Source: an optimization exercise on an open RTL-to-GDS flow (aim: small area, a short achievable clock period and few clock cycles per item). Production flows keep margins and buffers that such runs may drop. Function was checked by simulation only, so behaviour that the tests miss may differ from the original.

Design verilog_multiplier, start of the top module:
module verilog_multiplier(clk, rst, ready, op1, op2, res, done);
Settings: LEC_CHECK=0, CAP_MARGIN=20, CORE_MARGIN=2, CORE_UTILIZATION=60, SETUP_SLACK_MARGIN=2.0, SLEW_MARGIN=20; clock period 8.0 ns.
standard.sh (not shown) runs the stock make flow with config.mk's settings and CLKGATE_MAP_FILE= SYNTH_SCRIPT=/design/flow/synth_recipe.tcl, a recipe that flattens the netlist after the stock synthesis.
==> flow/flow/run.sh <==
#!/bin/bash
# Own flow: the standard layout, except that synthesis runs Yosys's fine
# stage without its early "abc -fast", so that extract_fa finds the design's
# full adders as written (no inverter between adders). The standard synthesis
# runs first; its register names are given to the own netlist's registers,
# and the standard netlist is used as it is if the registers do not match.
set -uo pipefail
W=$(pwd)
R=$W/orfs/results/$FLOW_PLATFORM/verilog_multiplier/base
bash standard.sh synth > log_standard_synth.txt 2>&1 || exit 1
cp "$R/1_2_yosys.v" "$W/ref_1_2_yosys.v"
sed '1s/.*/proc synth {args} { if {[lsearch -glob $args "fine:*"] >= 0} { yosys synth -nofsm -noshare -noabc {*}$args } else { yosys synth -nofsm -noshare {*}$args } }/' synth_recipe.tcl > own_synth.tcl
sed "s|SYNTH_SCRIPT=[^ ]*|SYNTH_SCRIPT=$W/own_synth.tcl|" standard.sh > own_standard.sh
if bash own_standard.sh do-yosys > log_own_synth.txt 2>&1 \
   && python3 flow/rename.py "$W/ref_1_2_yosys.v" "$R/1_2_yosys.v" "$W/own_1_2_yosys.v" > log_rename.txt 2>&1; then
  cp "$W/own_1_2_yosys.v" "$R/1_2_yosys.v"
  echo "own synthesis used" >> log_rename.txt
else
  cp "$W/ref_1_2_yosys.v" "$R/1_2_yosys.v"
  echo "standard synthesis used" >> log_rename.txt
fi
rm -f "$R/1_synth.odb" "$R/1_synth.sdc"
bash standard.sh "BUFFER_PORTS_ARGS=-buffer_cell sky130_fd_sc_hd__buf_4" finish > log_standard_finish.txt 2>&1
Other scripts of this flow, unchanged in this note and not shown: flow/flow/rename.py
Testbench counts at the start, summed over its fixed seeds: cycles 6,400, items 3,200.
Edit:
--- a/flow/config.mk
+++ b/flow/config.mk
@@ -9,3 +9,3 @@
 export CORE_MARGIN = 2
-export CORE_UTILIZATION = 60
+export CORE_UTILIZATION = 40
 export SETUP_SLACK_MARGIN = 2.0
Outcome:
- setup slack got worse by 0.021 ns
- synthesized cell count stays the same
- wire length came out higher by 1.7%
- die area came out higher by 49%
- final area came out higher by 0.93%
- hold slack hardly moves
- utilization came out lower by 21 points
- via count came out lower by 1.2%

========
## lane 1
Starting RTL as in the previous note.
Settings: LEC_CHECK=0, CAP_MARGIN=20, CORE_MARGIN=2, CORE_UTILIZATION=60, GPL_ROUTABILITY_DRIVEN=0, SETUP_SLACK_MARGIN=2.0, SLEW_MARGIN=20; clock period 8.0 ns.
==> flow/flow/run.sh <==
#!/bin/bash
# Own flow: the standard layout, except that synthesis runs Yosys's fine
# stage without its early "abc -fast", so that extract_fa finds the design's
# full adders as written (no inverter between adders). The standard synthesis
# runs first; its register names are given to the own netlist's registers,
# and the standard netlist is used as it is if the registers do not match.
set -uo pipefail
W=$(pwd)
R=$W/orfs/results/$FLOW_PLATFORM/verilog_multiplier/base
bash standard.sh synth > log_standard_synth.txt 2>&1 || exit 1
cp "$R/1_2_yosys.v" "$W/ref_1_2_yosys.v"
sed '1s/.*/proc synth {args} { if {[lsearch -glob $args "fine:*"] >= 0} { yosys synth -nofsm -noshare -noabc {*}$args } else { yosys synth -nofsm -noshare {*}$args } }/' synth_recipe.tcl > own_synth.tcl
sed "s|SYNTH_SCRIPT=[^ ]*|SYNTH_SCRIPT=$W/own_synth.tcl|" standard.sh > own_standard.sh
if bash own_standard.sh do-yosys > log_own_synth.txt 2>&1 \
   && python3 flow/rename.py "$W/ref_1_2_yosys.v" "$R/1_2_yosys.v" "$W/own_1_2_yosys.v" > log_rename.txt 2>&1; then
  cp "$W/own_1_2_yosys.v" "$R/1_2_yosys.v"
  echo "own synthesis used" >> log_rename.txt
else
  cp "$W/ref_1_2_yosys.v" "$R/1_2_yosys.v"
  echo "standard synthesis used" >> log_rename.txt
fi
rm -f "$R/1_synth.odb" "$R/1_synth.sdc"
bash standard.sh "BUFFER_PORTS_ARGS=-buffer_cell sky130_fd_sc_hd__buf_2" finish > log_standard_finish.txt 2>&1
Other scripts of this flow, unchanged in this note and not shown: flow/flow/rename.py
Testbench counts of lane 1, summed over its fixed seeds: cycles 6,400, items 3,200.
> inputs changed (lane 1 -> lane 2)
- setting CTS_BUF_LIST to sky130_fd_sc_hd__clkbuf_4 sky130_fd_sc_hd__clkbuf_8 for the first time
- setting TNS_END_PERCENT to 20 for the first time
- changing SETUP_SLACK_MARGIN from 2.0 to 2.25
- removing GPL_ROUTABILITY_DRIVEN (formerly 0)
### Flow results
Lane 2 completed; timing, DRC and antenna clean. As far as number of maximum-capacitance constraint violations is concerned, lane 1 and lane 2 perform about the same. When the final numbers for lane 1 and lane 2 were put side by side, the count of clock-buffer cells in the layout turned out to be greater in lane 2. Against lane 1 as the reference, lane 2 delivers a lower met3 usage.
Input-level comparison between lane 3 and lane 2:
- removing CTS_BUF_LIST (formerly sky130_fd_sc_hd__clkbuf_4 sky130_fd_sc_hd__clkbuf_8)
- changing SETUP_SLACK_MARGIN from 2.25 to 2.4
--- outcome ---
Lane 3: flow completed, timing, DRC and antenna clean. Compared with lane 2, lane 3 shows a higher number of setup buffers added after CTS. Lane 3 reports a higher number of buffers other than clock buffers in the final layout than lane 2 does. Compared with lane 2, lane 3 shows synthesis-to-finish area growth higher by 2.5 points. Per the comparison of lane 3 with lane 2, final-layout worst hold slack went down; cell count neither gained nor lost much; global-route met1 utilization fell 1.2 points. Taking lane 2 as the reference point, the routed wire length of lane 3 rises by 1.4%.
Input-level comparison between lane 4 and lane 3:
- removing TNS_END_PERCENT (formerly 20)
- changing SETUP_SLACK_MARGIN from 2.4 to 2.0
- changing CORE_UTILIZATION from 60 to 70
-- flow/flow/run.sh --
<<< lane 3, line 23
bash standard.sh "BUFFER_PORTS_ARGS=-buffer_cell sky130_fd_sc_hd__buf_2" finish > log_standard_finish.txt 2>&1
>>> lane 4, line 23
bash standard.sh "BUFFER_PORTS_ARGS=-buffer_cell sky130_fd_sc_hd__buf_4" finish > log_standard_finish.txt 2>&1
[summary]
In the tables for lane 4 and lane 3, sequential share of layout area reads higher with lane 4. Lane 4 vs lane 3: routed length per instance down slightly. Between lane 4 and lane 3, it is lane 4 whose maximum frequency is lower, by 0.0070 GHz. Core box area of lane 4 falls short of that of lane 3 by more than 10%. Lane 4 has completed all stages; timing, DRC and antenna checks passed. Compared with lane 3, length of routed met3 wiring in lane 4 increased by more than a quarter. Delta (lane 4 minus lane 3): initial detailed-routing violation count moved up, post-CTS setup buffer count moved down, final estimated routing congestion in global placement moved up, clock latency on the worst-skew pair level. When lane 4 is set beside lane 3, its area growth from synthesis to final layout turns out to be 2.9 points smaller. When lane 4 is measured against lane 3, its wire length turns out 4.1% lower.

re-timing with driven ports:
The flow's constraints put no driver on any port. The routed layouts listed below were extracted and timed again, unchanged, in two steps.
Step 1 (the two cells are an assumption about what drives the block):
set clk [get_ports {clk}]
set_driving_cell -lib_cell sky130_fd_sc_hd__clkbuf_16 $clk
set_driving_cell -lib_cell sky130_fd_sc_hd__buf_2 [delete_from_list [all_inputs] $clk]
Step 2 moves the port delays by t, midway between the first and last clock arrival at a register: inputs arrive t later, outputs are due t later. That takes back most of the time a late clock gives input paths.
Three values: ideal, step 1, step 2; two values: the first two.
| run | t (ns) | setup WS [ns] | latest minus earliest clock arrival (ns) | worst register clock-pin slew, ns | worst data-port slew with drivers (ns) |
|---|---|---|---|---|---|
| the first run of note 1 | 0.473 | 2.148 / 2.161 / 1.701 | 0.016 / 0.016 | 0.07 / 0.07 | 0.04 |
| the second run of note 1 | 0.479 | 2.127 / 2.121 / 1.672 | 0.013 / 0.013 | 0.06 / 0.06 | 0.04 |
| lane 1 | 0.471 | 2.094 / 2.123 / 1.652 | 0.012 / 0.011 | 0.07 / 0.07 | 0.04 |
| lane 2 | 0.509 | 2.309 / 2.320 / 1.828 | 0.020 / 0.020 | 0.09 / 0.09 | 0.06 |
| lane 3 | 0.482 | 2.401 / 2.400 / 1.918 | 0.012 / 0.012 | 0.06 / 0.06 | 0.06 |
| lane 4 | 0.484 | 2.171 / 2.130 / 1.714 | 0.014 / 0.014 | 0.06 / 0.06 | 0.05 |
After both steps setup and hold are still met in every run listed. For lane 3, which loses most, drivers alone change the setup slack by -0.001 ns; drivers and shift together by -0.483 ns.
